Background: an optimization exercise with open tools, aiming at small area. Do not read the settings as production practice.
Function was checked by simulation only, so behaviour that the tests miss may differ from the original.

==> flow/design.v, too long to show whole: its modules and the start of the top module <==
// module Cordic: 1695 lines
module Cordic(input clk, input signed [15:0] Xin, input signed [15:0] Yin, output signed [15:0] norm, output signed [15:0] inclination);
  // ...
==> flow/flow/run.sh <==
#!/bin/bash
# Layout flow: the standard ORFS flow (same config.mk, same synth_recipe.tcl,
# same registers), except that
#  - flow/premap.py first maps the RTL's explicit full/half adders (wires fs/fc,
#    hs/hc) onto sky130 fa_1/ha_1 cells, so Yosys's adder extraction and its
#    generic "abc -fast" pass are not needed (ADDER_MAP_FILE empty,
#    SYNTH_ARGS=-noabc); ABC still maps all the other logic;
#  - the port buffers that ORFS puts on every input and output are buf_1.
# Each tool's output goes to a log file in this folder (and ORFS's own logs
# under orfs/logs).
set -euo pipefail
W=$(pwd)
python3 flow/premap.py design.v premapped.v > premap.log 2>&1
export SYNTH_ARGS=-noabc
export BUFFER_PORTS_ARGS="-buffer_cell sky130_fd_sc_hd__buf_1"
make -C "$FLOW_HOME" DESIGN_CONFIG="$W/config.mk" WORK_HOME="$W/orfs" CLKGATE_MAP_FILE= \
  SYNTH_SCRIPT="$W/synth_recipe.tcl" VERILOG_FILES="$W/premapped.v" ADDER_MAP_FILE= \
  finish > make.log 2>&1
R="$W/orfs/results/$FLOW_PLATFORM/Cordic/base"
: # left out here: write the final layout as DEF
==> flow/flow/premap.py <==
#!/usr/bin/env python3
"""Replace the full/half adders of the generated RTL (wires fs<n>/fc<n> and
hs<n>/hc<n> with the same operands) by sky130 fa_1/ha_1 cell instances, so that
synthesis keeps them as written.  Everything else, including every register, is
left as it is.  Usage: premap.py design.v out.v"""
import re, sys
src = open(sys.argv[1]).read()
pat = re.compile(r'^\s*wire\s+(f[sc]|h[sc])(\d+)\s*=\s*(.*?);\s*$', re.M)
fa_s, fa_c, ha_s, ha_c = {}, {}, {}, {}
for m in pat.finditer(src):
    kind, num, e = m.group(1), m.group(2), m.group(3)
    name = kind + num
    if kind == 'fs':
        ops = [x.strip() for x in e.split('^')]
        assert len(ops) == 3, e
        fa_s[tuple(sorted(ops))] = (name, ops)
    elif kind == 'fc':
        mm = re.match(r'\((\S+) & (\S+)\) \| \((\S+) & \((\S+) \^ (\S+)\)\)$', e)
        assert mm, e
        ops = [mm.group(1), mm.group(2), mm.group(3)]
        fa_c[tuple(sorted(ops))] = (name, ops)
    elif kind == 'hs':
        ops = [x.strip() for x in e.split('^')]
        ha_s[tuple(sorted(ops))] = (name, ops)
    else:
        ops = [x.strip() for x in e.split('&')]
        ha_c[tuple(sorted(ops))] = (name, ops)
mapped = set(); cells = []
k = 0
for key, (sn, ops) in fa_s.items():
    if key in fa_c:
        cn = fa_c[key][0]
        mapped |= {sn, cn}
        cells.append('  sky130_fd_sc_hd__fa_1 pfa%d (.A(%s), .B(%s), .CIN(%s), .SUM(%s), .COUT(%s));' % (k, ops[0], ops[1], ops[2], sn, cn))
        k += 1
for key, (sn, ops) in ha_s.items():
    if key in ha_c:
        cn = ha_c[key][0]
        mapped |= {sn, cn}
        cells.append('  sky130_fd_sc_hd__ha_1 pha%d (.A(%s), .B(%s), .SUM(%s), .COUT(%s));' % (k, ops[0], ops[1], sn, cn))
        k += 1
def repl(m):
    name = m.group(1) + m.group(2)
    if name in mapped: return '  wire %s;' % name
    return m.group(0)
out = pat.sub(repl, src)
out = out.replace('endmodule', '\n'.join(cells) + '\nendmodule', 1)
open(sys.argv[2], 'w').write(out)
print('premap: %d cells, %d wires' % (k, len(mapped)))
==> flow/standard.sh <==
#!/bin/bash
# synth_recipe.tcl (not shown) runs the flow's synth.tcl, then flattens the netlist and writes it again
# the make line also repeats each setting of config.mk as NAME=value (left out here)
make -C /OpenROAD-flow-scripts/flow DESIGN_CONFIG=/design/flow/config.mk WORK_HOME=/design/flow/orfs CLKGATE_MAP_FILE= SYNTH_SCRIPT=/design/flow/synth_recipe.tcl "${@:-finish}"
==> flow/config.mk <==
export PLATFORM = sky130hd
export DESIGN_NAME = Cordic
export DESIGN_NICKNAME = Cordic
export VERILOG_FILES = /design/flow/design.v
export SDC_FILE = /design/flow/constraint.sdc
export NUM_CORES = 4
export LEC_CHECK = 0
export CAP_MARGIN = 20
export CORE_MARGIN = 2
export CORE_UTILIZATION = 40
export CTS_BUF_LIST = sky130_fd_sc_hd__clkbuf_8
export CTS_CLUSTER_DIAMETER = 50
export CTS_CLUSTER_SIZE = 19
export SLEW_MARGIN = 20
==> flow/constraint.sdc <==
create_clock -name core_clock -period 7.0 [get_ports {clk}]
set_input_delay 1.4000 -clock core_clock [delete_from_list [all_inputs] [get_ports {clk}]]
set_output_delay 1.4000 -clock core_clock [all_outputs]
set_load 0.01 [all_outputs]
==> results.json, run 1 <==
{
  "status": "no timing/DRC/antenna violations",
  "post_cts_buffers": 0,
  "required_ns": 7.51,
  "antenna_left": 0,
  "grt_overflow": 0,
  "cts_hold_buf": 0,
  "synth_most_common_cell": "dfxtp_1",
  "buffers": 87,
  "hp-class": "reg -> reg",
  "syn_to_final_growth_pct": 10.8,
  "slowest_stage": "fa_2",
  "register_area_mm2": 0.00611,
  "clockRootBuffer": "clkbuf_8",
  "fmax_mhz": 148,
  "num-multi-input-gates": 613,
  "met3_usage": 0.0191,
  "tns_ns": 0,
  "cp_common_cell": "fa_1",
  "hold_path_depth": 0,
  "ys_seq_elements": 305,
  "nClkBuffers": 33,
  "r2r_start": "r1_49",
  "seq_share": 0.375,
  "layout.area.top_class": "multi-input gates",
  "min_from": "r3_32",
  "synth-seq-area-share": 0.416,
  "final-clk-cell-share": 0.0458,
  "drv_slew": 0,
  "final_hold_viol_count": 0,
  "initial_core_util": 0.404,
  "buffer_area_frac": 0.0257,
  "worst_ep_arrival_time_ns": 7.28,
  "finalCriticalPeriod_ns": 6.77,
  "place_area_mm2": 0.0154,
  "die-area_mm2": 0.0383,
  "tightest_slew_ns": 0.592,
  "dieHeight_um": 196
}
==> run 2, diff against run 1 <==
--- a/flow/config.mk
+++ b/flow/config.mk
@@ -11,4 +11,4 @@
 export CTS_BUF_LIST = sky130_fd_sc_hd__clkbuf_8
-export CTS_CLUSTER_DIAMETER = 50
-export CTS_CLUSTER_SIZE = 19
+export CTS_CLUSTER_DIAMETER = 130
+export CTS_CLUSTER_SIZE = 17
 export SLEW_MARGIN = 20
==> results.json, run 2 <==
{
  "clock-sinks": 305,
  "cp_common_cell": "fa_1",
  "crit_fanout": 4,
  "track_usage": 0.111,
  "synth_top_cell_area_share": 0.416,
  "status": "no timing/DRC/antenna violations",
  "drv_slew": 0,
  "cts_buffers": 21,
  "tightest_slew_ns": 0.594,
  "worst_ep_arrival_time_ns": 7.21,
  "firstDrtPassIters": 4,
  "startpoint_type": "register",
  "clockBufferDepth": 3,
  "criticalPathCategory": "reg -> reg",
  "ys_seq_elements": 305,
  "layout_commonest_cell": "dfxtp_1",
  "clk_latency_ns": 0.53,
  "grt_pass1_wl_mm": 34.7,
  "async_reset_ff_frac": 0,
  "syn-cell-area_mm2": 0.0147,
  "fin_crit_sh": 0.963,
  "finalSetupViolCount": 0,
  "relSlewSlack": 0.601,
  "dieHeight_um": 196,
  "syn_to_final_growth_pct": 7.68,
  "drt_drc_violations_left": 0,
  "fmax_mhz": 148,
  "yosysTopAreaCell": "dfxtp_1",
  "final_hold_viol_count": 0,
  "port_buffers": 63,
  "ioPinCount": 65,
  "fin_skew_ns": 0.0117,
  "clockRootBuffer": "clkbuf_8",
  "drive_gt1_frac": 0.0586,
  "maxCapViolations": 0,
  "synth_nets": 1379,
  "rows": 70,
  "cpPeakStageDelay_ns": 0.47,
  "rsz0062_at_grt": "no",
  "syn_avg_cell_area_um2": 13.9,
  "slowest_stage": "fa_2",
  "post_drt_via_cell_ratio": 4.19,
  "layout_common_cells": "dfxtp_1 (304), fa_1 (237), xnor2_1 (104)",
  "synth.area.mux_share": 0,
  "placed_cells": 1567,
  "tns_ns": 0,
  "grt_pass1_vias": 7606,
  "final_nets": 1452,
  "synth_most_common_cell": "dfxtp_1",
  "holdWs_ns": 0.328,
  "route.vias.total": 6686,
  "synth_cell_type_count": 40,
  "synth_top_family_by_area": "adder cells",
  "wl_per_cell_um": 12.7,
  "synth-seq-area-share": 0.416,
  "stdcell_count": 1595,
  "path_cells": "fa_1, fa_2, xor2_2, nand2_1, fa_1, fa_1, fa_1, fa_2, fa_1, fa_2, fa_1, fa_1, fa_1, fa_1, maj3_1, maj3_1, maj3_1, a21o_1, o21ai_0",
  "wl_mm": 20.3,
  "place.gp.congestion": 0.804,
  "hpwl_mm": 17.2,
  "synth_flop_cell": "dfxtp_1",
  "yosys.area_share.simple": 0.0261,
  "finalCriticalPeriod_ns": 6.74,
  "register_area_mm2": 0.00611,
  "cts_tree": "yes",
  "multi_input_area_mm2": 0.00804,
  "die-area_mm2": 0.0383,
  "fin_util": 0.435,
  "die_width_um": 196,
  "fillers": 3334,
  "synthTopCellsByArea": "dfxtp_1 (42%), fa_1 (33%), xnor2_1 (6.3%)",
  "clk_transition_reported_paths_ns": 0.10,
  "hp-class": "reg -> reg",
  "required_ns": 7.46,
  "synthesis.instances": 1055,
  "grt_antenna_before_repair": 0,
  "h-tree-depth": 1,
  "antenna_left": 0,
  "initial_core_util": 0.404,
  "coreArea_mm2": 0.0363,
  "synth_compound_area_frac": 0.0135,
  "synthAdderAreaFrac": 0.379,
  "end_kind": "register",
  "synth-edff-count": 0,
  "synth-xor-area-share": 0.125,
  "grt_overflow": 0,
  "n_antenna_cell": 0,
  "grt_max_degree": 19,
  "yosys_warnings": 1,
  "drt_iter0_drc": 164,
  "synth_top_cells_by_count": "dfxtp_1 (305), fa_1 (245), xnor2_1 (105)"
}
## run 2: cell counts after synthesis
No cell type changed its count.
## run 2: area by class of cell
class,count,area share
Clock inverter,1,0.000237
Clock buffer,21,0.0183
Sequential cell,305,0.386
Timing Repair Buffer,87,0.0264
Inverter,100,0.0237
Multi-Input combinational cell,613,0.508
Tap cell,468,0.0370
## run 2: worst paths after layout
path / start / end / slack, ns / cells after the start
worst max register to register: r1_49 / r2_267 / 0.26 / 19
worst min-delay path: r6_269 / r7_269 / 0.33 / 0
worst min register to register: r6_269 / r7_269 / 0.33 / 0
worst max-delay path: r1_49 / r2_267 / 0.26 / 19
## run 2: per-stage QoR
stage / worst slack (ns) / cell area, um2
floorplan: -0.0550 / 14700
global placement: -0.0738 / 15400
detailed placement: -0.0710 / 15400
CTS: 0.0515 / 15700
global route: 0.0380 / 15800
finish: 0.256 / 15800
## run 2: layer usage
| metal | vias to the layer above | GRT usage | part of all wire |
|---|---|---|---|
| li1 | 3321 | - | - |
| met1 | 3264 | 0.117 | 0.38 |
| met2 | 68 | 0.226 | 0.57 |
| met3 | 33 | 0.0174 | 0.028 |
| met4 | 0 | 0.0334 | 0.029 |
| met5 | - | 0 | 0 |
## run 2: critical path, delay by kind of cell (launching register included)
| kind | cells | cell delay (ns) |
|---|---|---|
| AO/OA/AOI/OAI | 2 | 0.23 |
| XOR/XNOR | 1 | 0.17 |
| adder cells (fa/ha/maj) | 15 | 5.86 |
| flip-flops | 1 | 0.33 |
| AND/OR/NAND/NOR | 1 | 0.09 |
## run 2: kinds of logic (layout without fill, tap and decap cells)
group / count (synthesis) / in the layout
and+or+nand+nor: 74 / 74
DFF: 305 / 305
adders and majority gates: 300 / 300
AOI/OAI and AO/OA: 31 / 31
other: 1 / 1
xor gates and xnor gates: 207 / 207
buffers and inverters: 137 / 209
## run 2: repair_timing
item                                   CTS  global route
pin swaps                                0             3
hold buffers                             0             0
resized for setup                        7             8
setup buffers                            0             6
setup endpoints to repair                3            10
endpoints found under the hold margin    0             0
==> run 3, diff against run 2 <==
--- a/flow/config.mk
+++ b/flow/config.mk
@@ -11,4 +11,4 @@
 export CTS_BUF_LIST = sky130_fd_sc_hd__clkbuf_8
-export CTS_CLUSTER_DIAMETER = 130
-export CTS_CLUSTER_SIZE = 17
+export CTS_CLUSTER_DIAMETER = 200
+export CTS_CLUSTER_SIZE = 16
 export SLEW_MARGIN = 20
==> results.json, run 3 <==
{
  "grt_overflow": 0,
  "rows": 70,
  "hpwl_mm": 17.2,
  "synth_nets": 1379,
  "end_kind": "register",
  "syn_avg_cell_area_um2": 13.9,
  "finalSetupViolCount": 0,
  "ys_seq_elements": 305,
  "synth_top_cells_by_count": "dfxtp_1 (305), fa_1 (245), xnor2_1 (105)",
  "drt_drc_violations_left": 0,
  "tns_ns": 0,
  "clk_latency_ns": 0.55,
  "ioPinCount": 65,
  "syn-cell-area_mm2": 0.0147,
  "layout_common_cells": "dfxtp_1 (304), fa_1 (238), xnor2_1 (104)",
  "synthTopCellsByArea": "dfxtp_1 (42%), fa_1 (33%), xnor2_1 (6.3%)",
  "syn_to_final_growth_pct": 7.96,
  "fmax_mhz": 148,
  "clockBufferDepth": 3,
  "port_buffers": 63,
  "status": "no timing/DRC/antenna violations",
  "dieHeight_um": 196,
  "clock-sinks": 305,
  "drt_iter0_drc": 146,
  "place_area_mm2": 0.0154,
  "required_ns": 7.48,
  "grt_pass1_wl_mm": 35.0,
  "synth_cell_type_count": 40,
  "yosysTopAreaCell": "dfxtp_1",
  "final_hold_viol_count": 0,
  "fin_skew_ns": 0.0193,
  "worst_ep_arrival_time_ns": 7.24,
  "die-area_mm2": 0.0383,
  "antenna_left": 0,
  "coreArea_mm2": 0.0363,
  "initial_core_util": 0.404,
  "firstDrtPassIters": 4,
  "grt_max_degree": 19,
  "layout_commonest_cell": "dfxtp_1",
  "finish.instance_area_mm2": 0.0159,
  "clk_transition_reported_paths_ns": 0.09,
  "async_reset_ff_frac": 0,
  "cts_buffers": 23,
  "drv_slew": 0,
  "n_antenna_cell": 0,
  "finalCriticalPeriod_ns": 6.76,
  "wl_mm": 20.5,
  "wl_per_cell_um": 12.8,
  "synthesis.instances": 1055,
  "clockRootBuffer": "clkbuf_8",
  "relSlewSlack": 0.603,
  "tightest_slew_ns": 0.591,
  "rsz0062_at_grt": "no",
  "fin_util": 0.436,
  "route.vias.total": 6718,
  "synth_most_common_cell": "dfxtp_1",
  "grt_pass1_vias": 7611,
  "synth_flop_cell": "dfxtp_1",
  "synth_top_cell_area_share": 0.416,
  "crit_fanout": 4,
  "synth-edff-count": 0,
  "place.gp.congestion": 0.804,
  "r2r_slack_ns": 0.24,
  "place_ws_ns": -0.0710,
  "cts_tree": "yes",
  "fin_crit_sh": 0.966,
  "yosys_warnings": 1,
  "startpoint_type": "register",
  "cts_hold_buf": 0,
  "grt_antenna_before_repair": 0,
  "post_drt_via_cell_ratio": 4.20,
  "hp-class": "reg -> reg",
  "synth-seq-area-share": 0.416,
  "h-tree-depth": 1,
  "track_usage": 0.112,
  "criticalPathCategory": "reg -> reg",
  "die_width_um": 196,
  "final_nets": 1454,
  "maxCapViolations": 0,
  "fin_ws_ns": 0.236,
  "drive_gt1_frac": 0.0602
}
## run 3: worst paths after layout
check        startpoint  endpoint  cells past startpoint
max               r1_49    r2_267                     19
max reg2reg       r1_49    r2_267                     19
min reg2reg      r6_180    r7_180                      0
min              r6_180    r7_180                      0
## run 3: layout make-up
type | count | area, um2
inverter | 100 | 375
tap | 468 | 586
timing repair buffer | 87 | 418
clock buffer | 23 | 317
sequential | 305 | 6110
multi-input combinational | 613 | 8040
fill | 3345 | 20500
clock inverter | 2 | 20.0
## run 3: layer usage
layer / vias to the layer above / routed length [um] / GRT usage
met2: 75 / 11600 / 0.227
met1: 3278 / 7700 / 0.118
met5: - / 0 / 0
met3: 40 / 529 / 0.0167
met4: 0 / 673 / 0.0370
li1: 3325 / - / -
## run 3: kinds of logic after synthesis
group,after synthesis,synth area share
fa+ha+maj,300,0.379
other cells,1,0.000255
xor+xnor,207,0.125
simple gates,74,0.0261
flops,305,0.416
compound gates,31,0.0135
buf+inv,137,0.0406
## run 3: critical path, stage by stage (launching register included)
cell and delay [ns]:
dfxtp_1 0.32, fa_1 0.44, fa_2 0.47, xor2_2 0.17, nand2_1 0.09, fa_1 0.38
fa_1 0.39, fa_1 0.39, fa_2 0.36, fa_1 0.39, fa_1 0.40, fa_1 0.39
fa_1 0.40, fa_1 0.40, fa_1 0.40, maj3_1 0.35, maj3_1 0.37, maj3_1 0.37
a21o_1 0.18, o21ai_0 0.05
## run 3: timing repair
action | 4_1_cts | 5_1_grt
pin swaps | 0 | 3
setup endpoints to repair | 2 | 10
gates resized for setup | 6 | 8
buffers inserted | 0 | 6
endpoints found under the hold margin | 0 | 0
## run 3: stage by stage
stage	std cells	hold WS (ns)
after floorplan	1055	0.310
after global placement	1567	0.313
after detailed placement	1567	0.312
after CTS	1592	0.327
after global routing	1598	0.335
final	1598	0.332
==> run 4, diff against run 3 <==
--- a/flow/config.mk
+++ b/flow/config.mk
@@ -10,5 +10,5 @@
 export CORE_UTILIZATION = 40
-export CTS_BUF_LIST = sky130_fd_sc_hd__clkbuf_8
-export CTS_CLUSTER_DIAMETER = 200
-export CTS_CLUSTER_SIZE = 16
+export CTS_BUF_LIST = sky130_fd_sc_hd__clkbuf_16
+export CTS_CLUSTER_DIAMETER = 60
+export CTS_CLUSTER_SIZE = 30
 export SLEW_MARGIN = 20
==> results.json, run 4 <==
{
  "status": "no timing/DRC/antenna violations",
  "synthTopCellsByArea": "dfxtp_1 (42%), fa_1 (33%), xnor2_1 (6.3%)",
  "coreArea_mm2": 0.0363,
  "track_usage": 0.113,
  "required_ns": 7.46,
  "synth_flop_cell": "dfxtp_1",
  "wl_met3_um": 611,
  "criticalPathCategory": "reg -> reg",
  "synth_nets": 1379,
  "slowest_stage": "fa_2",
  "finalSetupViolCount": 0,
  "wl_mm": 20.6,
  "syn_avg_cell_area_um2": 13.9,
  "cpPeakStageDelay_ns": 0.47,
  "synth-edff-count": 0,
  "h-tree-depth": 1,
  "n_antenna_cell": 0,
  "grt_antenna_before_repair": 0,
  "drt_drc_violations_left": 0,
  "synth-seq-area-share": 0.416,
  "final_hold_viol_count": 0,
  "wl_met2_mm": 11.9,
  "clockBufferDepth": 3,
  "grt_overflow": 0,
  "fmax_mhz": 148,
  "crit_buf_inv": 0,
  "worst_ep_arrival_time_ns": 7.24,
  "cts_tree": "yes",
  "clk_transition_reported_paths_ns": 0.10,
  "dieHeight_um": 196,
  "clk_latency_ns": 0.54,
  "syn-cell-area_mm2": 0.0147,
  "grt_pass1_wl_mm": 35.3,
  "post_drt_via_cell_ratio": 4.17,
  "drv_slew": 0,
  "route.vias.total": 6748,
  "layout_commonest_cell": "dfxtp_1",
  "path_cells": "fa_1, fa_2, xor2_2, nand2_1, fa_1, fa_1, fa_1, fa_2, fa_1, fa_2, fa_1, fa_1, fa_1, fa_1, maj3_1, maj3_1, maj3_1, a21o_1, o21ai_0",
  "die_width_um": 196,
  "grt_max_degree": 31,
  "layout_common_cells": "dfxtp_1 (305), fa_1 (237), xnor2_1 (104)",
  "wl_per_cell_um": 12.8,
  "antenna_left": 0,
  "yosysTopAreaCell": "dfxtp_1",
  "startpoint_type": "register",
  "relSlewSlack": 0.601,
  "end_kind": "register",
  "syn_to_final_growth_pct": 12.2,
  "maxCapViolations": 0,
  "r2r_slack_ns": 0.22,
  "synth_cell_type_count": 40,
  "drt_iter0_drc": 107,
  "die-area_mm2": 0.0383,
  "ys_seq_elements": 305,
  "place.gp.congestion": 0.804,
  "rows": 70,
  "finalCriticalPeriod_ns": 6.78,
  "ioPinCount": 65,
  "hpwl_mm": 17.2,
  "clockRootBuffer": "clkbuf_16",
  "fin_crit_sh": 0.968,
  "synthesis.instances": 1055,
  "synth_top_cells_by_count": "dfxtp_1 (305), fa_1 (245), xnor2_1 (105)",
  "port_buffers": 63,
  "fin_skew_ns": 0.0181,
  "fin_util": 0.453,
  "synth_top_cell_area_share": 0.416,
  "met1_length_mm": 7.63,
  "rsz0062_at_grt": "no",
  "yosys_warnings": 1,
  "drive_gt1_frac": 0.0766,
  "async_reset_ff_frac": 0,
  "hp-class": "reg -> reg",
  "cts_buffers": 24,
  "crit_family": "adder cells",
  "crit_fanout": 4,
  "synth_most_common_cell": "dfxtp_1",
  "maxUsedRoutingLayer": "met4",
  "initial_core_util": 0.404,
  "firstDrtPassIters": 4,
  "grt_pass1_vias": 7681,
  "cp_common_cell": "fa_1",
  "fillers": 3282,
  "tightest_slew_ns": 0.594,
  "final_nets": 1455,
  "clock-sinks": 305
}
## run 4: cell counts after synthesis
No cell type changed its count.
## run 4: per-layer routing
| metal | GRT usage | up-vias |
|---|---|---|
| met5 | 0 | - |
| met4 | 0.0303 | 0 |
| met3 | 0.0177 | 31 |
| met2 | 0.233 | 75 |
| met1 | 0.118 | 3287 |
| li1 | - | 3355 |
## run 4: cell families after synthesis
family	count (synthesis)	share of synthesized area
DFF	305	0.416
adders and majority gates	300	0.379
xor gates and xnor gates	207	0.125
buffers and inverters	137	0.0406
and+or+nand+nor	74	0.0261
AOI/OAI and AO/OA	31	0.0135
other	1	0.000255
## run 4: final cells by class
| cell class | instances | area [um2] | share of cell area |
|---|---|---|---|
| clock buffer | 25 | 626 | 0.0380 |
| inverter | 100 | 375 | 0.0228 |
| tap | 468 | 586 | 0.0355 |
| multi-input combinational | 613 | 8040 | 0.488 |
| sequential | 305 | 6110 | 0.371 |
| timing repair buffer | 87 | 418 | 0.0254 |
| clock inverter | 19 | 325 | 0.0197 |
## run 4: stage by stage
stage               setup WS [ns]  hold WS [ns]  cell area, um2  setup TNS, ns  instances
floorplan                 -0.0550         0.310           14700        -0.0550       1055
global route               0.0270         0.338           16500              0       1617
finish                      0.224         0.322           16500              0       1617
global placement          -0.0738         0.313           15400        -0.0867       1567
detailed placement        -0.0710         0.312           15400        -0.0834       1567
CTS                        0.0403         0.327           16400              0       1611
## run 4: worst paths after layout
check | depth (start not counted) | start | to
worst min register to register | 0 | r4_180 | r5_180
worst max register to register | 19 | r1_49 | r2_267
worst min-delay path | 0 | r4_180 | r5_180
worst max-delay path | 19 | r1_49 | r2_267
## run 4: timing repair
item | 4_1_cts | 5_1_grt
pin swaps | 0 | 3
buffers inserted | 0 | 6
hold buffers | 0 | 0
endpoints found under the setup margin | 3 | 9
gates resized for setup | 6 | 8
==> run 5, diff against run 4 <==
==> flow/config.mk (replaced) <==
export PLATFORM = sky130hd
export DESIGN_NAME = Cordic
export DESIGN_NICKNAME = Cordic
export VERILOG_FILES = /design/flow/design.v
export SDC_FILE = /design/flow/constraint.sdc
export NUM_CORES = 4
export LEC_CHECK = 0
export CAP_MARGIN = 0
export CORE_MARGIN = 2
export CORE_UTILIZATION = 40
export CTS_BUF_LIST = sky130_fd_sc_hd__clkbuf_8
export CTS_CLUSTER_DIAMETER = 100
export CTS_CLUSTER_SIZE = 16
export SLEW_MARGIN = 0
==> results.json, run 5 <==
{
  "wl_mm": 20.5,
  "hold_path_depth": 0,
  "finalCriticalPeriod_ns": 6.76,
  "layout_common_cells": "dfxtp_1 (304), fa_1 (238), xnor2_1 (104)",
  "r2r_start": "r1_49",
  "grt_pass1_vias": 7611,
  "grt_max_degree": 19,
  "slowest_stage": "fa_2",
  "grt_overflow": 0,
  "rr_worst_depth": 19,
  "synthesis.instances": 1055,
  "clock-sinks": 305,
  "synth_flop_cell": "dfxtp_1",
  "rows": 70,
  "cts_buffers": 23,
  "fin_skew_ns": 0.0193,
  "initial_core_util": 0.404,
  "rr_endpoint": "r2_267",
  "hpwl_mm": 17.2,
  "final_hold_viol_count": 0,
  "cp_common_cell": "fa_1",
  "r2r_slack_ns": 0.24,
  "yosys_warnings": 1,
  "tightest_slew_ns": 0.591,
  "clk_latency_ns": 0.55,
  "fin_crit_sh": 0.966,
  "syn-cell-area_mm2": 0.0147,
  "rsz0062_at_grt": "no",
  "maxCapViolations": 0,
  "cpPeakStageDelay_ns": 0.47,
  "syn_to_final_growth_pct": 7.96,
  "min_from": "r6_180",
  "coreArea_mm2": 0.0363,
  "ys_seq_elements": 305,
  "firstDrtPassIters": 4,
  "path_cells": "fa_1, fa_2, xor2_2, nand2_1, fa_1, fa_1, fa_1, fa_2, fa_1, fa_1, fa_1, fa_1, fa_1, fa_1, maj3_1, maj3_1, maj3_1, a21o_1, o21ai_0",
  "n_antenna_cell": 0,
  "placed_cells": 1567,
  "status": "no timing/DRC/antenna violations",
  "worst_ep_arrival_time_ns": 7.24,
  "end_kind": "register",
  "track_usage": 0.112,
  "synth_nets": 1379,
  "route.vias.total": 6718,
  "place_area_mm2": 0.0154,
  "post_drt_via_cell_ratio": 4.20,
  "drt_drc_violations_left": 0,
  "synth-seq-area-share": 0.416,
  "startpoint_type": "register",
  "drive_gt1_frac": 0.0602,
  "async_reset_ff_frac": 0,
  "synth-edff-count": 0,
  "synthTopCellsByArea": "dfxtp_1 (42%), fa_1 (33%), xnor2_1 (6.3%)",
  "ioPinCount": 65,
  "drt_iter0_drc": 146,
  "finalSetupViolCount": 0,
  "yosysTopAreaCell": "dfxtp_1",
  "clk_transition_reported_paths_ns": 0.09,
  "synth_top_cells_by_count": "dfxtp_1 (305), fa_1 (245), xnor2_1 (105)",
  "final_nets": 1454,
  "cts_tree": "yes",
  "synth_cell_type_count": 40,
  "synth_top_cell_area_share": 0.416,
  "layout_commonest_cell": "dfxtp_1",
  "fillers": 3345,
  "cts_hold_buf": 0,
  "synth_most_common_cell": "dfxtp_1",
  "clockBufferDepth": 3,
  "clockRootBuffer": "clkbuf_8",
  "grt_antenna_before_repair": 0,
  "stdcell_count": 1598,
  "dieHeight_um": 196,
  "drv_slew": 0,
  "required_ns": 7.48,
  "crit_fanout": 4,
  "port_buffers": 63,
  "syn_avg_cell_area_um2": 13.9,
  "holdPathEnd": "r7_180",
  "fmax_mhz": 148,
  "place.gp.congestion": 0.804,
  "finish.instance_area_mm2": 0.0159,
  "relSlewSlack": 0.603,
  "die_width_um": 196,
  "die-area_mm2": 0.0383,
  "hp-class": "reg -> reg",
  "wl_per_cell_um": 12.8,
  "antenna_left": 0,
  "grt_pass1_wl_mm": 35.0,
  "criticalPathCategory": "reg -> reg",
  "h-tree-depth": 1
}
[run 5: kinds of logic after synthesis]
logic type      count (synthesis)  share of synthesized area
simple gates                   74                     0.0261
xor+xnor                      207                      0.125
compound gates                 31                     0.0135
buf+inv                       137                     0.0406
fa+ha+maj                     300                      0.379
flops                         305                      0.416
other cells                     1                   0.000255
[run 5: timing repair]
action / 4_1_cts / 5_1_grt
buffers inserted: 0 / 6
pin swaps: 0 / 3
resized for setup: 6 / 8
endpoints found under the setup margin: 2 / 10
[run 5: stage by stage]
stage	utilization	setup slack [ns]	hold slack, ns	TNS (ns)
after detailed placement	0.424	-0.0710	0.312	-0.0834
after global placement	0.424	-0.0738	0.313	-0.0867
after global routing	0.436	0.00801	0.335	0
after CTS	0.434	0.0191	0.327	0
after floorplan	-	-0.0550	0.310	-0.0550
final	0.436	0.236	0.332	0
[run 5: critical path: cells and delay by family, from the launching register on]
family / cells / cell delay, ns
AO/OA/AOI/OAI: 2 / 0.23
XOR/XNOR: 1 / 0.17
adder cells (fa/ha/maj): 15 / 5.90
flip-flops: 1 / 0.32
AND/OR/NAND/NOR: 1 / 0.09
[run 5: area by class of cell]
class	count	area (um2)	area share
Clock buffer	23	317	0.0200
Multi-Input combinational cell	613	8040	0.507
Sequential cell	305	6110	0.385
Clock inverter	2	20.0	0.00126
Tap cell	468	586	0.0369
Inverter	100	375	0.0237
Timing Repair Buffer	87	418	0.0263
[run 5: worst max path at each step]
stage	slack, ns	to	from
2_1_floorplan	-0.05	r1_108	Yin[15]
3_3_place_gp	-0.07	r1_108	Yin[15]
3_5_place_dp	-0.07	r1_108	Yin[15]
4_1_cts	0.02	inclination[15]	r9_180
5_1_grt	0.008	inclination[15]	r9_180
6_report	0.24	r2_267	r1_49
[run 5: metal layers]
| layer | up-vias | routed length [um] | track usage | share of wire |
|---|---|---|---|---|
| li1 | 3325 | - | - | - |
| met1 | 3278 | 7700 | 0.118 | 0.38 |
| met2 | 75 | 11600 | 0.227 | 0.57 |
| met3 | 40 | 529 | 0.0167 | 0.026 |
| met4 | 0 | 673 | 0.0370 | 0.033 |
| met5 | - | 0 | 0 | 0 |
==> run 6, diff against run 5 <==
--- a/flow/config.mk
+++ b/flow/config.mk
@@ -7,3 +7,3 @@
 export LEC_CHECK = 0
-export CAP_MARGIN = 0
+export CAP_MARGIN = 5
 export CORE_MARGIN = 2
@@ -13,2 +13,2 @@
 export CTS_CLUSTER_SIZE = 16
-export SLEW_MARGIN = 0
+export SLEW_MARGIN = 5
==> results.json, run 6 <==
{
  "status": "no timing/DRC/antenna violations",
  "synthTopCellsByArea": "dfxtp_1 (42%), fa_1 (33%), xnor2_1 (6.3%)",
  "finalCriticalPeriod_ns": 6.76,
  "clock-sinks": 305,
  "tns_ns": 0,
  "final_hold_viol_count": 0,
  "syn_to_final_growth_pct": 7.96,
  "synth_top_cell_area_share": 0.416,
  "crit_fanout": 4,
  "synthesis.instances": 1055,
  "cpPeakStageDelay_ns": 0.47,
  "syn-cell-area_mm2": 0.0147,
  "relSlewSlack": 0.603,
  "holdPathEnd": "r7_180",
  "synth_flop_cell": "dfxtp_1",
  "tightest_slew_ns": 0.591,
  "die_width_um": 196,
  "min_from": "r6_180",
  "slowest_stage": "fa_2",
  "wl_per_cell_um": 12.8,
  "stdcell_count": 1598,
  "end_kind": "register",
  "cp_common_cell": "fa_1",
  "async_reset_ff_frac": 0,
  "clk_transition_reported_paths_ns": 0.09,
  "synth_nets": 1379,
  "coreArea_mm2": 0.0363,
  "final_nets": 1454,
  "ys_seq_elements": 305,
  "synth-seq-area-share": 0.416,
  "antenna_left": 0,
  "rr_worst_depth": 19,
  "place.gp.congestion": 0.804,
  "grt_pass1_vias": 7611,
  "register_area_mm2": 0.00611,
  "track_usage": 0.112,
  "grt_pass1_wl_mm": 35.0,
  "yosysTopAreaCell": "dfxtp_1",
  "drv_slew": 0,
  "yosys_warnings": 1,
  "route.vias.total": 6718,
  "maxCapViolations": 0,
  "grt_max_degree": 19,
  "ioPinCount": 65,
  "required_ns": 7.48,
  "hpwl_mm": 17.2,
  "dieHeight_um": 196,
  "layout_commonest_cell": "dfxtp_1",
  "place_area_mm2": 0.0154,
  "synth-edff-count": 0,
  "clk_latency_ns": 0.55,
  "fin_util": 0.436,
  "r2r_start": "r1_49",
  "grt_antenna_before_repair": 0,
  "die-area_mm2": 0.0383,
  "synth_cell_type_count": 40,
  "h-tree-depth": 1,
  "cts_tree": "yes",
  "firstDrtPassIters": 4,
  "fillers": 3345,
  "fin_skew_ns": 0.0193,
  "cts_buffers": 23,
  "hold_path_depth": 0,
  "port_buffers": 63,
  "placed_cells": 1567,
  "finalSetupViolCount": 0,
  "clockBufferDepth": 3,
  "initial_core_util": 0.404,
  "finish.instance_area_mm2": 0.0159,
  "multi_input_area_mm2": 0.00804,
  "n_antenna_cell": 0,
  "fin_crit_sh": 0.966,
  "drt_drc_violations_left": 0,
  "drive_gt1_frac": 0.0602,
  "synth_most_common_cell": "dfxtp_1",
  "grt_overflow": 0,
  "rows": 70,
  "worst_ep_arrival_time_ns": 7.24,
  "rsz0062_at_grt": "no",
  "hp-class": "reg -> reg",
  "r2r_slack_ns": 0.24,
  "synth_top_cells_by_count": "dfxtp_1 (305), fa_1 (245), xnor2_1 (105)",
  "rr_endpoint": "r2_267",
  "syn_avg_cell_area_um2": 13.9,
  "path_cells": "fa_1, fa_2, xor2_2, nand2_1, fa_1, fa_1, fa_1, fa_2, fa_1, fa_1, fa_1, fa_1, fa_1, fa_1, maj3_1, maj3_1, maj3_1, a21o_1, o21ai_0",
  "drt_iter0_drc": 146,
  "post_drt_via_cell_ratio": 4.20,
  "fmax_mhz": 148,
  "clockRootBuffer": "clkbuf_8",
  "criticalPathCategory": "reg -> reg",
  "layout_common_cells": "dfxtp_1 (304), fa_1 (238), xnor2_1 (104)",
  "startpoint_type": "register",
  "wl_mm": 20.5
}
run 6: cell counts after synthesis:
No cell type changed its count.
run 6: worst max-delay path by stage:
stage                       start              end  slack (ns)  cells after the start
after floorplan           Yin[15]           r1_108       -0.05                     16
after global placement    Yin[15]           r1_108       -0.07                     15
after detailed placement  Yin[15]           r1_108       -0.07                     15
after CTS                  r9_180  inclination[15]        0.02                     16
after global routing       r9_180  inclination[15]       0.008                     16
final                       r1_49           r2_267        0.24                     19
run 6: repair_timing:
item	4_1_cts	5_1_grt
hold buffers	0	0
setup buffers	0	6
resized for setup	6	8
endpoints found under the setup margin	2	10
pin swaps	0	3
run 6: cells by family (layout without fill, tap and decap cells):
logic type | Yosys count | after routing | share of synthesized area
AO/OA/AOI/OAI | 31 | 31 | 0.0135
AND/OR/NAND/NOR | 74 | 74 | 0.0261
other | 1 | 1 | 0.000255
XOR/XNOR | 207 | 207 | 0.125
flip-flops | 305 | 305 | 0.416
adder cells (fa/ha/maj) | 300 | 300 | 0.379
buffers and inverters | 137 | 212 | 0.0406
run 6: cell type report:
class / instances / share of cell area
clock inverter: 2 / 0.00126
clock buffer: 23 / 0.0200
inverter: 100 / 0.0237
sequential: 305 / 0.385
multi-input combinational: 613 / 0.507
tap: 468 / 0.0369
timing repair buffer: 87 / 0.0263
run 6: stage by stage:
step	hold WS [ns]	setup WS (ns)
after CTS	0.327	0.0191
after global routing	0.335	0.00801
after floorplan	0.310	-0.0550
final	0.332	0.236
after detailed placement	0.312	-0.0710
after global placement	0.313	-0.0738
run 6: metal layers:
layer  vias to the layer above  GRT usage  part of all wire
li1                       3325          -                 -
met5                         -          0                 0
met4                         0     0.0370             0.033
met2                        75      0.227              0.57
met1                      3278      0.118              0.38
met3                        40     0.0167             0.026
run 6: critical path: cells and delay by family, from the launching register on:
family / cells / cell delay (ns)
compound gates: 2 / 0.23
xor+xnor: 1 / 0.17
fa+ha+maj: 15 / 5.90
flops: 1 / 0.32
simple gates: 1 / 0.09
==> run 7, diff against run 6 <==
--- a/flow/config.mk
+++ b/flow/config.mk
@@ -7,3 +7,3 @@
 export LEC_CHECK = 0
-export CAP_MARGIN = 5
+export CAP_MARGIN = 20
 export CORE_MARGIN = 2
@@ -13,2 +13,2 @@
 export CTS_CLUSTER_SIZE = 16
-export SLEW_MARGIN = 5
+export SLEW_MARGIN = 20
==> results.json, run 7 <==
{
  "status": "no timing/DRC/antenna violations",
  "rows": 70,
  "place.gp.congestion": 0.804,
  "tightest_slew_ns": 0.591,
  "cts_hold_buf": 0,
  "finalSetupViolCount": 0,
  "die_width_um": 196,
  "r2r_start": "r1_49",
  "grt_overflow": 0,
  "antenna_left": 0,
  "cts_buffers": 23,
  "track_usage": 0.112,
  "rr_worst_depth": 19,
  "clockBufferDepth": 3,
  "yosys.area_share.simple": 0.0261,
  "syn_to_final_growth_pct": 7.96,
  "grt_pass1_wl_mm": 35.0,
  "relSlewSlack": 0.603,
  "synth_cell_type_count": 40,
  "synth_top_family_by_area": "adder cells",
  "port_buffers": 63,
  "crit_buf_inv": 0,
  "synth_compound_area_frac": 0.0135,
  "place_ws_ns": -0.0710,
  "startpoint": "r1_49",
  "criticalPathCategory": "reg -> reg",
  "synth_most_common_cell": "dfxtp_1",
  "rsz0062_at_grt": "no",
  "yosysTopAreaCell": "dfxtp_1",
  "crit_family": "adder cells",
  "post_drt_via_cell_ratio": 4.20,
  "n_antenna_cell": 0,
  "clk_transition_reported_paths_ns": 0.09,
  "drt_drc_violations_left": 0,
  "synthAdderAreaFrac": 0.379,
  "synth-edff-count": 0,
  "h-tree-depth": 1,
  "hp-class": "reg -> reg",
  "crit_fanout": 4,
  "ioPinCount": 65,
  "slowest_stage": "fa_2",
  "synthesis.instances": 1055,
  "grt_antenna_before_repair": 0,
  "final_hold_viol_count": 0,
  "grt_max_degree": 19,
  "cpPeakStageDelay_ns": 0.47,
  "syn_avg_cell_area_um2": 13.9,
  "cp_common_cell": "fa_1",
  "syn-cell-area_mm2": 0.0147,
  "fin_ws_ns": 0.236,
  "grt_pass1_vias": 7611,
  "synthTopCellsByArea": "dfxtp_1 (42%), fa_1 (33%), xnor2_1 (6.3%)",
  "rr_endpoint": "r2_267",
  "synth.area.mux_share": 0,
  "clk_latency_ns": 0.55,
  "ys_seq_elements": 305,
  "fin_skew_ns": 0.0193,
  "required_ns": 7.48,
  "synth_top_cell_area_share": 0.416,
  "maxCapViolations": 0,
  "coreArea_mm2": 0.0363,
  "yosys_warnings": 1,
  "fin_crit_sh": 0.966,
  "clock-sinks": 305,
  "synth_top_cells_by_count": "dfxtp_1 (305), fa_1 (245), xnor2_1 (105)",
  "r2r_slack_ns": 0.24,
  "path_cells": "fa_1, fa_2, xor2_2, nand2_1, fa_1, fa_1, fa_1, fa_2, fa_1, fa_1, fa_1, fa_1, fa_1, fa_1, maj3_1, maj3_1, maj3_1, a21o_1, o21ai_0",
  "initial_core_util": 0.404,
  "die-area_mm2": 0.0383,
  "drv_slew": 0,
  "async_reset_ff_frac": 0,
  "firstDrtPassIters": 4,
  "cts_tree": "yes",
  "wl_mm": 20.5,
  "fin_util": 0.436,
  "final_nets": 1454,
  "startpoint_type": "register",
  "end_kind": "register",
  "drt_iter0_drc": 146,
  "layout_common_cells": "dfxtp_1 (304), fa_1 (238), xnor2_1 (104)",
  "drive_gt1_frac": 0.0602,
  "layout_commonest_cell": "dfxtp_1",
  "clockRootBuffer": "clkbuf_8",
  "synth-seq-area-share": 0.416,
  "synth-xor-area-share": 0.125,
  "synth_flop_cell": "dfxtp_1",
  "holdPathEnd": "r7_180",
  "holdWs_ns": 0.332,
  "hold_path_depth": 0,
  "synth_nets": 1379,
  "wl_per_cell_um": 12.8,
  "finalCriticalPeriod_ns": 6.76,
  "dieHeight_um": 196,
  "route.vias.total": 6718,
  "hpwl_mm": 17.2,
  "worst_ep_arrival_time_ns": 7.24,
  "fmax_mhz": 148,
  "min_from": "r6_180"
}
[run 7: timing repair]
action                     in CTS  in global routing
gates cloned                    0                  0
buffers inserted                0                  6
gates resized for setup         6                  8
setup endpoints to repair       2                 10
pin swaps                       0                  3
[run 7: how the worst max path moves through the flow]
stage                                  to  slack [ns]  depth (start not counted)
after floorplan                    r1_108       -0.05                         16
after global placement             r1_108       -0.07                         15
after detailed placement           r1_108       -0.07                         15
after CTS                 inclination[15]        0.02                         16
after global routing      inclination[15]       0.008                         16
final                              r2_267        0.24                         19
[run 7: cell type report]
| class | instances | area [um2] |
|---|---|---|
| Clock inverter | 2 | 20.0 |
| Fill cell | 3345 | 20500 |
| Multi-Input combinational cell | 613 | 8040 |
| Sequential cell | 305 | 6110 |
| Clock buffer | 23 | 317 |
| Tap cell | 468 | 586 |
| Timing Repair Buffer | 87 | 418 |
| Inverter | 100 | 375 |
[run 7: cells by family (layout without fill, tap and decap cells)]
logic type                 count (synthesis)  after routing
AOI/OAI and AO/OA                         31             31
xor gates and xnor gates                 207            207
adders and majority gates                300            300
buffers and inverters                    137            212
DFF                                      305            305
other                                      1              1
and+or+nand+nor                           74             74
[run 7: stage by stage]
stage | std cells | setup TNS [ns] | cell area, um2
detailed placement | 1567 | -0.0834 | 15400
finish | 1598 | 0 | 15900
global placement | 1567 | -0.0867 | 15400
floorplan | 1055 | -0.0550 | 14700
CTS | 1592 | 0 | 15800
global route | 1598 | 0 | 15900
[run 7: layer usage]
metal	up-vias	track usage	share of wire
li1	3325	-	-
met1	3278	0.118	0.38
met2	75	0.227	0.57
met3	40	0.0167	0.026
met4	0	0.0370	0.033
met5	-	0	0

re-timing with driven ports:
In the flow no input, the clock included, has a driving cell. The finished layouts below were timed again as built, in two steps. Step 1 sets driving cells, clkbuf_16 on the clock port and buf_2 on the other inputs (assumed; they add their load-dependent delay and slew). Step 2 times the ports against the registers' clock, not the clock port: input delays grow and output delays shrink by t, the midpoint of the rising clock arrivals with the driver on. Slacks: ideal ports / drivers / drivers and shift; pairs: ideal ports / drivers.
run | t (ns) | setup WS [ns] | worst setup path after step 2 | slew at the worst register clock pin (ns)
run 1 | 0.612 | 0.230 / 0.215 / -0.057 | input to register | 0.10 / 0.10
run 2 | 0.568 | 0.256 / 0.256 / -0.053 | input to register | 0.11 / 0.11
run 3 | 0.585 | 0.236 / 0.236 / -0.059 | input to register | 0.11 / 0.11
run 4 | 0.573 | 0.224 / 0.224 / -0.069 | input to register | 0.10 / 0.10
run 5 | 0.585 | 0.236 / 0.236 / -0.059 | input to register | 0.11 / 0.11
run 6 | 0.585 | 0.236 / 0.236 / -0.059 | input to register | 0.11 / 0.11
run 7 | 0.585 | 0.236 / 0.236 / -0.059 | input to register | 0.11 / 0.11
With both steps, setup timing fails in every run listed, where it was met with ideal ports. The setup slack of run 2, which loses most, moves by 0.000 ns with the drivers and by -0.309 ns with both steps.
